What follows belongs to an exercise in optimizing a design on an open flow for small area; a production flow would make more cautious choices.
At most, simulation tests tie the RTL to the original design; equivalence was not proved.
The flow treats the clock pin as an ideal source, which a real chip does not have.
No activity file was given, so power comes from the tool's default toggle rates.

==> flow/design.v <==
module debouncer(
    input CLK,
    input rst,
    input mask,
    input switch_input,
    output trans_dn
    );
reg sync_0, sync_1;
always @(posedge CLK)
begin
  sync_0 <= switch_input;
  sync_1 <= sync_0;
end
wire level = sync_1 & ~mask;
reg [4:0] count;
reg state;
wire idle = (state == level);
wire low0 = ~|count[3:0];
wire finished = count[4] & low0;
always @(posedge CLK)
begin
  if (idle)
    count <= 5'd0;
  else
    count <= {count[3:0], count[4] ^ count[1] ^ low0};
end
always @(posedge CLK)
begin
  if (rst)
    state <= 1'b0;
  else if (~idle & finished)
    state <= ~state;
end
assign trans_dn = ~idle & finished & ~state;
endmodule
module decoder_7_seg(
   input [3:0] d,
   output [7:0] SEG
   );
assign SEG[0] = 1'b1;
assign SEG[1] = (d[0] & ~d[1]) | (d[1] & ~d[2] & d[3]);
assign SEG[2] = (d[1] & ~d[2] & ~d[3]) | (~d[1] & ~d[2] & d[3]);
assign SEG[3] = (~d[1] & d[2] & d[3]);
assign SEG[4] = (d[0] & ~d[1]) | (d[1] & d[3]);
assign SEG[5] = (d[1]) | (d[0]);
assign SEG[6] = (d[2] & d[3]) | (~d[0] & d[1] & d[2]) | (d[1] & d[3]);
assign SEG[7] = (~d[1] & ~d[2] & ~d[3]) | (d[1] & d[3]);
endmodule
module display_7_seg(
    input CLK,
    input rst,
    input [15:0] digits,
    output step,
    output tick,
    output p0,
    output early,
    output tick_prev,
    output tick_now,
    output [7:0] SEG,
    output [3:0] DIGIT
    );
reg [4:0] p5;
reg [1:0] q;
reg [2:0] m;
wire idle0 = m[2] & m[1];                  
assign step = p5[4] & ~p5[3] & ~p5[1] & ~p5[0];  
reg tick_r;
always @(posedge CLK)
  tick_r <= ~rst & p5[4] & p5[3] & ~p5[2] & ~p5[0] & m[2] & ~m[1] & ~q[0];
assign tick = tick_r;
assign p0 = (p5 == 5'd0);
wire fb = (p5[0] & p5[2] & p5[4]) | (~p5[2] & ~p5[4]) | (~p5[0] & p5[3] & ~p5[4]);
assign early = idle0 & (p5[4:1] == 4'd0);   
assign tick_prev = ~m[2] & ~m[1] & m[0] & ~q[0];   
assign tick_now = ~m[2] & ~m[1] & ~m[0] & q[0];  
always @(posedge CLK)
begin
  if (rst)
    p5 <= 5'd0;
  else
    p5 <= {p5[3:0], fb};
end
always @(posedge CLK)
begin
  if (rst)
  begin
    q <= 2'd3;
    m <= 3'd7;
  end
  else if (step)
  begin
    q <= q + 2'd1;
    m <= {m[0] & m[1] & ~m[2], m[0] ^ m[1], ~(m[0] ^ m[2])};
  end
end
assign DIGIT = idle0 ? 4'b0000 : ~(4'b0001 << q);
wire [1:0] sel = q - {1'b0, p0};
wire [3:0] d = digits[{sel, 2'b00} +: 4];
wire [7:0] code;
decoder_7_seg decoder(.d (d), .SEG (code));
assign SEG = (p0 & idle0) ? 8'd0 : code;
endmodule
module Seven_Segment(
    input CLK,
    input rst,
    input switch_up,
    input switch_clear,
    input switch_stop,
    output [7:0] SEG,
    output [3:0] DIGIT,
    output reg [23:0] io_led
    );
wire step, tick, p0, early, tick_prev, tick_now;
reg [15:0] B;
display_7_seg display(.CLK (CLK), .rst (rst), .digits (B), .step (step),
		.tick (tick), .p0 (p0), .early (early), .tick_prev (tick_prev),
		.tick_now (tick_now), .SEG (SEG), .DIGIT (DIGIT));
wire s_up, s_clear, s_stop;
debouncer d1(.CLK (CLK), .rst (rst), .mask (early), .switch_input (switch_up), .trans_dn (s_up));
debouncer d2(.CLK (CLK), .rst (rst), .mask (early), .switch_input (switch_clear), .trans_dn (s_clear));
debouncer d3(.CLK (CLK), .rst (rst), .mask (early), .switch_input (switch_stop), .trans_dn (s_stop));
reg run, dir;
always @(posedge CLK)
begin
  if (rst)
  begin
    run <= 1'b0;
    dir <= 1'b1;
  end
  else if (s_stop)
    run <= ~run;
  else if (s_clear)
    run <= 1'b0;
  else if (s_up)
  begin
    run <= 1'b1;
    dir <= run & ~dir;
  end
end
wire cnt = tick & run;
wire clr_led = rst | (s_clear & ~cnt);
wire [24:0] tog;
assign tog[0] = cnt;
genvar gi;
generate
  for (gi = 0; gi < 24; gi = gi + 1)
  begin : led
    assign tog[gi+1] = tog[gi] & ~(io_led[gi] ^ dir);
    always @(posedge CLK)
      io_led[gi] <= ~clr_led & (io_led[gi] ^ tog[gi]);
  end
endgenerate
reg Z, W, cp, cd, ce;
always @(posedge CLK)
  ce <= s_clear;
always @(posedge CLK)
begin
  if (rst)
    cp <= 1'b0;
  else if (tick)
    cp <= run;
end
always @(posedge CLK)
  if (tick)
    cd <= dir;
always @(posedge CLK)
begin
  if (rst)
  begin
    Z <= 1'b1;
    W <= 1'b0;
  end
  else if (p0)
  begin
    Z <= s_clear | (ce & ~(tick_now & cp));
    W <= ce & tick_now & cp & ~s_clear;
  end
  else if (~step)
  begin
    Z <= Z | s_clear;
    W <= W & ~s_clear;
  end
end
function [3:0] bump;
  input [3:0] b;
  input up;
  begin
    bump[0] = (~b[0] & b[2] & ~b[3] & up) | (~b[2] & ~b[3] & ~up);
    bump[1] = (~b[1]);
    bump[2] = (~b[0] & b[2] & up) | (~b[3] & ~up) | (b[3] & up);
    bump[3] = (~b[2] & up) | (~b[0] & b[2] & ~up);
  end
endfunction
function lim;
  input [3:0] b;
  input up;
  lim = up ? ((b[0] & b[1])) : ((~b[1] & ~b[2] & ~b[3]));
endfunction
wire inc = tick_prev & cp;
wire [3:0] k;
assign k[0] = 1'b1;
assign k[1] = lim(B[3:0], cd);
assign k[2] = k[1] & lim(B[7:4], cd);
assign k[3] = k[2] & lim(B[11:8], cd);
generate
  for (gi = 0; gi < 4; gi = gi + 1)
  begin : dig
    always @(posedge CLK)
      if (p0 & (Z | (inc & (k[gi] | W))))
        B[4*gi +: 4] <= (Z | ~k[gi]) ? 4'd0 : bump(B[4*gi +: 4], cd);
  end
endgenerate
endmodule
Settings: LEC_CHECK=0, ABC_AREA=1, CAP_MARGIN=20, CORE_MARGIN=2, CORE_UTILIZATION=40, GPL_TIMING_DRIVEN=0, PLACE_DENSITY=0.85, SLEW_MARGIN=20; clock period 5.0 ns.
standard.sh (not shown) runs the stock make flow with config.mk's settings and CLKGATE_MAP_FILE= SYNTH_SCRIPT=/design/flow/synth_recipe.tcl, a recipe that flattens the netlist after the stock synthesis.
==> flow/flow/run.sh <==
#!/bin/bash
# Layout flow.
#  1. the standard synthesis (the reference for register names and cells).
#  2. The same ORFS synthesis again in a second work folder, with a stronger
#     ABC area script and without the adder cells; it is used only if its
#     registers (names and cells) are exactly the standard synthesis's.
#  3. The standard ORFS flow from floorplan on, with minimum-size port
#     buffers and a clock tree of small clock buffers; after CTS the
#     buffers whose flip-flop clock pins see too much slew are upsized
#     (post_cts.tcl).
set -euo pipefail
W=$PWD
R=$W/orfs/results/$FLOW_PLATFORM/Seven_Segment/base
R2=$W/orfs_my/results/$FLOW_PLATFORM/Seven_Segment/base

bash standard.sh synth > $W/synth_std.log 2>&1
cp $R/1_2_yosys.v $W/netlist_std.v

rm -rf $W/myscripts
cp -r $FLOW_HOME/scripts $W/myscripts
cp $W/flow/area.abc $W/myscripts/abc_area.script
if bash standard.sh WORK_HOME=$W/orfs_my SCRIPTS_DIR=$W/myscripts ADDER_MAP_FILE= ABC_AREA=1 synth > $W/synth_my.log 2>&1 \
   && python3 $W/flow/regs.py $W/netlist_std.v $R2/1_2_yosys.v > $W/regs_check.log 2>&1; then
  echo "using own synthesis" >> $W/regs_check.log
  cp $R2/1_2_yosys.v $W/netlist_my.v
  cp $W/netlist_my.v $R/1_2_yosys.v
  rm -f $R/1_synth.odb $R/1_synth.sdc
else
  echo "using standard synthesis" >> $W/regs_check.log
fi

export BUFFER_PORTS_ARGS="-buffer_cell sky130_fd_sc_hd__buf_1"
export CTS_ARGS="${CTS_ARGS_OVERRIDE:--sink_clustering_enable -repair_clock_nets -dont_use_dummy_load -sink_clustering_size 10 -sink_clustering_max_diameter 30 -buf_list sky130_fd_sc_hd__clkbuf_4}"
export POST_CTS_TCL=$W/flow/post_cts.tcl
bash standard.sh > $W/layout.log 2>&1
Other scripts of this flow, unchanged in this note and not shown: flow/flow/area.abc, flow/flow/post_cts.tcl, flow/flow/regs.py
Change:
--- a/flow/design.v
+++ b/flow/design.v
@@ -67,11 +67,11 @@
 reg tick_r;
 always @(posedge CLK)
-  tick_r <= ~rst & p5[4] & p5[3] & ~p5[2] & ~p5[0] & m[2] & ~m[1] & ~q[0];
+  tick_r <= ~rst & p5[4] & p5[3] & ~p5[2] & ~p5[0] & m[2] & ~m[1] & q[0];
 assign tick = tick_r;
 assign p0 = (p5 == 5'd0);
 wire fb = (p5[0] & p5[2] & p5[4]) | (~p5[2] & ~p5[4]) | (~p5[0] & p5[3] & ~p5[4]);
 assign early = idle0 & (p5[4:1] == 4'd0);   
-assign tick_prev = ~m[2] & ~m[1] & m[0] & ~q[0];   
-assign tick_now = ~m[2] & ~m[1] & ~m[0] & q[0];  
+assign tick_prev = ~m[2] & ~m[1] & m[0] & q[0];   
+assign tick_now = ~m[2] & ~m[1] & ~m[0] & ~q[0];  
 always @(posedge CLK)
 begin
@@ -85,5 +85,5 @@
   if (rst)
   begin
-    q <= 2'd3;
+    q <= 2'd0;
     m <= 3'd7;
   end
@@ -94,6 +94,6 @@
   end
 end
-assign DIGIT = idle0 ? 4'b0000 : ~(4'b0001 << q);
-wire [1:0] sel = q - {1'b0, p0};
+assign DIGIT = idle0 ? 4'b0000 : ~(4'b0001 << (q - 2'd1));
+wire [1:0] sel = q - 2'd1 - {1'b0, p0};
 wire [3:0] d = digits[{sel, 2'b00} +: 4];
 wire [7:0] code;
After rerunning: The changed run finished with timing, DRC and antenna clean. Worst setup slack degrades by 67 ps. Final area hardly moves. Synthesized cell count fell by a few percent. Critical path depth rises by 4. Core utilization came out lower by 0.13 points. Die area stays flat. Wire length stays flat. Area after synthesis stays flat. Clock power falls by a few percent. First-iteration DRC count goes down slightly. Total power went down slightly. Clock-buffer cell count does not change. Cell count goes down by a few percent. Flip-flop and latch count does not change.
Function not checked in the first run of this note: the RTL went through the layout flow alone.

separate check: timing with driven ports:
The flow's constraints put no driver on any port. The routed layouts listed below were extracted and timed again, unchanged, in two steps. Step 1: set_driving_cell puts a clkbuf_16 on CLK and a buf_2 on each other input, an assumption about the parent block. Step 2, shift: input delay + t, output delay - t, t = (earliest + latest rising clock arrival at the registers) / 2. This alone moves slack from input paths to output paths. Slacks: no drivers / after step 1 / after step 2; pairs: no drivers / after step 1.
| run | t, ns | setup slack, ns | worst setup path after step 2 | clock arrival spread, ns | cell pins on the clock port's net |
|---|---|---|---|---|---|
| the first run | 0.441 | 0.643 / 0.610 / 0.694 | register to register | 0.036 / 0.036 | 1 |
| the second run | 0.417 | 0.576 / 0.576 / 0.576 | register to register | 0.031 / 0.031 | 1 |
After both steps setup and hold are still met in every run listed.
